This is an optimization exercise on Yosys and OpenROAD, whose aim is small area, a short achievable clock period and few clock cycles per item, not a production implementation.
The RTL was checked by simulation tests, not by an equivalence proof against the original design.
Power figures rest on the tool's default switching activity, not on a simulated workload.

Setup of north:
Design SSE, start of the top module:
module SSE (
	input  logic        clk,
	input  logic        rst,
	input  logic        in_valid,
	input  logic        in_last,
	input  logic [31:0] A,
	input  logic [31:0] B,
	output logic        in_ready,
	output logic        out_valid,
	output logic [31:0] Y
);
==> module SSE, before the edit <==
module SSE (
	input  logic        clk,
	input  logic        rst,
	input  logic        in_valid,
	input  logic        in_last,
	input  logic [31:0] A,
	input  logic [31:0] B,
	output logic        in_ready,
	output logic        out_valid,
	output logic [31:0] Y
);
	localparam logic [31:0] NAN = 32'h7f800001;
	logic v0, v2, v3, v4, v5;
	logic l0, l2, l3, l4, l5;
	always_ff @(posedge clk) begin
		if (rst) begin
			in_ready <= 0;
			{v0, v2, v3, v4, v5} <= 0;
		end
		else begin
			in_ready <= 1;
			v0 <= in_valid & in_ready;
			{v2, v3, v4, v5} <= {v0, v2, v3, v4};
		end
		{l0, l2, l3, l4, l5} <= {in_last, l0, l2, l3, l4};
	end
	logic        sA, sB;
	logic [7:0]  eA, eB;
	logic [22:0] fA, fB;
	assign {sA, eA, fA} = A;
	assign {sB, eB, fB} = B;
	logic nanA, nanB, infA, infB, zA, zB;
	assign nanA = (&eA) & (|fA);
	assign nanB = (&eB) & (|fB);
	assign infA = (&eA) & ~(|fA);
	assign infB = (&eB) & ~(|fB);
	assign zA = ~(|eA);
	assign zB = ~(|eB);
	logic        spec;
	logic [31:0] sval;
	always_comb begin
		spec = 1;
		if (nanA | nanB) sval = NAN;
		else if (infA & infB) sval = (sA == sB) ? A : NAN;
		else if (infA) sval = A;
		else if (infB) sval = B;
		else if (zA & zB) sval = 0;
		else if (zA) sval = {~sB, B[30:0]};
		else if (zB) sval = A;
		else begin
			spec = 0;
			sval = A;
		end
	end
	logic [8:0]  dAB;
	logic [7:0]  dBA;
	logic        aLess, eEq, fLess, swp;
	assign dAB = {1'b0, eA} - {1'b0, eB};
	assign dBA = eB - eA;
	assign aLess = dAB[8];
	assign eEq = (eA == eB);
	assign fLess = fA < fB;
	assign swp = A[30:0] < B[30:0];    
	logic [22:0] x0, y0;
	logic [4:0]  k0;
	logic [7:0]  e0;
	logic        s0, sub0;
	always_ff @(posedge clk) begin
		y0 <= swp ? fA : fB;
		if (spec) begin
			x0 <= sval[22:0];
			k0 <= 5'd24;
			e0 <= sval[30:23];
			s0 <= sval[31];
			sub0 <= 0;
		end
		else begin
			x0 <= swp ? fB : fA;
			k0 <= aLess ? ((dBA > 8'd23) ? 5'd24 : dBA[4:0]) : ((dAB[7:0] > 8'd23) ? 5'd24 : dAB[4:0]);
			e0 <= aLess ? eB : eA;
			s0 <= (sA == sB) ? (swp ^ sA) : sA;
			sub0 <= (sA == sB);
		end
	end
	logic [23:0] y1;
	assign y1 = {1'b1, y0} >> k0;
	logic [24:0] sum2;
	sse_add #(.W(24), .L(5)) add1 (.a({1'b1, x0}), .b(sub0 ? ~y1 : y1), .ci(sub0), .s(sum2));
	logic [24:0] r2;
	logic [7:0]  e2;
	logic        s2, sub2;
	always_ff @(posedge clk) begin
		r2 <= {sum2[24] & ~sub0, sum2[23:0]};
		e2 <= e0;
		s2 <= s0;
		sub2 <= sub0;
	end
	logic [24:0] inc3;
	logic [25:0] inc3x;
	assign inc3 = inc3x[24:0];
	sse_inc #(.W(25), .L(5)) inc1 (.a(r2), .s(inc3x));
	logic [31:0] zx;
	logic [7:0]  nz1;
	logic [15:0] nc1;
	logic [3:0]  nz2;
	logic [11:0] nc2;
	logic [1:0]  nz3;
	logic [7:0]  nc3;
	logic [4:0]  lz;
	assign zx = {r2[23:0], 8'hff};
	genvar gi;
	generate
		for (gi = 0; gi < 8; gi++) begin : g_l1
			logic [3:0] q;
			assign q = zx[4 * gi +: 4];
			assign nz1[gi] = |q;
			assign nc1[2 * gi +: 2] = q[3] ? 2'd0 : q[2] ? 2'd1 : q[1] ? 2'd2 : 2'd3;
		end
		for (gi = 0; gi < 4; gi++) begin : g_l2
			assign nz2[gi] = nz1[2 * gi + 1] | nz1[2 * gi];
			assign nc2[3 * gi +: 3] = nz1[2 * gi + 1] ? {1'b0, nc1[4 * gi + 2 +: 2]} : {1'b1, nc1[4 * gi +: 2]};
		end
		for (gi = 0; gi < 2; gi++) begin : g_l3
			assign nz3[gi] = nz2[2 * gi + 1] | nz2[2 * gi];
			assign nc3[4 * gi +: 4] = nz2[2 * gi + 1] ? {1'b0, nc2[6 * gi + 3 +: 3]} : {1'b1, nc2[6 * gi +: 3]};
		end
	endgenerate
	assign lz = nz3[1] ? {1'b0, nc3[7:4]} : {1'b1, nc3[3:0]};
	logic [23:0] n1;
	assign n1 = r2[23:0] << lz;
	logic        s3;
	logic [7:0]  e3;
	logic [4:0]  lz3;
	logic [22:0] f3;
	always_ff @(posedge clk) begin
		if (sub2) begin
			if (r2[23:0] == 0) begin
				s3 <= 0;
				e3 <= 0;
				lz3 <= 0;
			end
			else begin
				s3 <= s2;
				e3 <= e2;
				lz3 <= lz;
			end
			f3 <= n1[22:0];
		end
		else begin
			s3 <= s2;
			e3 <= r2[24] ? e2 + 8'd1 : e2;
			lz3 <= 0;
			f3 <= r2[24] ? inc3[23:1] : r2[22:0];
		end
	end
	logic        sd;
	logic [7:0]  ed;
	logic [22:0] fd;
	assign sd = s3;
	assign ed = e3 - {3'd0, lz3};
	assign fd = f3;
	logic [9:0] ex4;
	assign ex4 = {1'b0, ed, 1'b0} - 10'd127;
	logic [47:0] q0, q1;
	sse_sq_tree sq (.f(fd), .r0(q0), .r1(q1));
	logic spec4, ssp4, esp4, nsp4;
	always_comb begin
		spec4 = 1;
		ssp4 = 0;
		esp4 = 1;
		nsp4 = 0;
		if ((&ed) & (|fd)) nsp4 = 1;
		else if (&ed) ssp4 = sd;
		else if (~(|ed)) esp4 = 0;
		else if (~ex4[9] & (ex4[8:0] > 9'd254)) ;
		else if (ex4[9] | (ex4 == 0)) esp4 = 0;
		else spec4 = 0;
	end
	logic [47:0] r40, r41;
	logic [7:0]  e4;
	logic        spec5i, ssp5i, esp5i, nsp5i;
	always_ff @(posedge clk) begin
		r40 <= q0;
		r41 <= q1;
		e4 <= ex4[7:0];
		spec5i <= spec4;
		ssp5i <= ssp4;
		esp5i <= esp4;
		nsp5i <= nsp4;
	end
	logic [47:0] P;
	logic [48:0] Px;
	logic [24:0] U;
	sse_add #(.W(48), .L(6)) add2 (.a(r40), .b(r41), .ci(1'b0), .s(Px));
	assign P = Px[47:0];
	assign U = P[47:23];
	logic        ps5;
	logic [7:0]  pe5;
	logic [24:0] pu5;
	always_comb begin
		if (spec5i) begin
			ps5 = ssp5i;
			pe5 = {8{esp5i}};
			pu5 = {24'd0, nsp5i};
		end
		else begin
			ps5 = 0;
			pe5 = U[24] ? e4 + 8'd1 : e4;
			pu5 = U;
		end
	end
	logic        ps1;
	logic [7:0]  pe1;
	logic [24:0] pu1;
	always_ff @(posedge clk) begin
		ps1 <= ps5;
		pe1 <= pe5;
		pu1 <= pu5;
	end
	sse_acc acc (
		.clk(clk), .rst(rst),
		.ps1(ps1), .pe1(pe1), .pu1(pu1), .v5(v5), .l5(l5),
		.out_valid(out_valid), .Y(Y)
	);
endmodule
Settings: LEC_CHECK=0, CAP_MARGIN=20, CORE_MARGIN=2, CORE_UTILIZATION=40, PLACE_DENSITY=0.6, SETUP_SLACK_MARGIN=5, SLEW_MARGIN=20; clock period 10.0 ns.
standard.sh (not shown) runs the stock make flow with config.mk's settings and CLKGATE_MAP_FILE= SYNTH_SCRIPT=/design/flow/synth_recipe.tcl, a recipe that flattens the netlist after the stock synthesis.
==> flow/flow/run.sh <==
#!/bin/bash
set -euo pipefail
bash standard.sh SETUP_SLACK_MARGIN=5.6 finish > standard.log 2>&1
Testbench counts of north, summed over its fixed seeds: cycles 8,146, items 8,082.
> inputs changed (north -> south)
diff --git a/flow/design.v b/flow/design.v
--- a/flow/design.v
+++ b/flow/design.v
@@ -824,4 +824,5 @@
 	logic [7:0]  dBA;
 	logic        aLess, eEq, fLess, swp;
+	logic [7:0]  k;
 	assign dAB = {1'b0, eA} - {1'b0, eB};
 	assign dBA = eB - eA;
@@ -829,5 +830,6 @@
 	assign eEq = (eA == eB);
 	assign fLess = fA < fB;
-	assign swp = A[30:0] < B[30:0];    
+	assign swp = aLess | (eEq & fLess);
+	assign k = aLess ? dBA : dAB[7:0];
 	logic [22:0] x0, y0;
 	logic [4:0]  k0;
@@ -845,5 +847,5 @@
 		else begin
 			x0 <= swp ? fB : fA;
-			k0 <= aLess ? ((dBA > 8'd23) ? 5'd24 : dBA[4:0]) : ((dAB[7:0] > 8'd23) ? 5'd24 : dAB[4:0]);
+			k0 <= (k > 8'd23) ? 5'd24 : k[4:0];
 			e0 <= aLess ? eB : eA;
 			s0 <= (sA == sB) ? (swp ^ sA) : sA;
@@ -974,5 +976,5 @@
 		else begin
 			ps5 = 0;
-			pe5 = U[24] ? e4 + 8'd1 : e4;
+			pe5 = U[24] ? ((&U) ? e4 + 8'd2 : e4 + 8'd1) : e4;
 			pu5 = U;
 		end
### Flow results
Die area (lower): north. south vs. north: post-synthesis average cell area decreased by 0.99% relative to the old numbers, register fraction of the total cell area lower, final core utilization picked up an extra 0.47 points, total area of multi-input combinational cells increased by 220 um2 relative to the old numbers, proportion of layout cells with a drive suffix above 1 moved up. [south] logic gate share of total power rose 2.5 points relative to north.
Testbench counts of south, summed over its fixed seeds: cycles 8,146, items 8,082.

## afterwards: timing with drivers on the ports
Ports are ideal in the flow. The routed layouts listed here were re-timed in OpenROAD. Step 1 sets driving cells, clkbuf_16 on the clock port and buf_2 on the other inputs (assumed; they add their load-dependent delay and slew). Step 2, shift: input delay + t, output delay - t, t = (earliest + latest rising clock arrival at the registers) / 2. This alone moves slack from input paths to output paths. a / b / c = ideal / step 1 / step 2; a / b = the first two.
| run | t (ns) | setup slack, ns | slew at the worst register clock pin (ns) |
|---|---|---|---|
| north | 0.641 | 5.683 / 5.683 / 5.095 | 0.07 / 0.07 |
| south | 0.651 | 5.615 / 5.615 / 5.066 | 0.07 / 0.07 |
After both steps setup and hold are still met in every run listed. For north, which loses most, drivers alone change the setup slack by 0.000 ns; drivers and shift together by -0.588 ns.
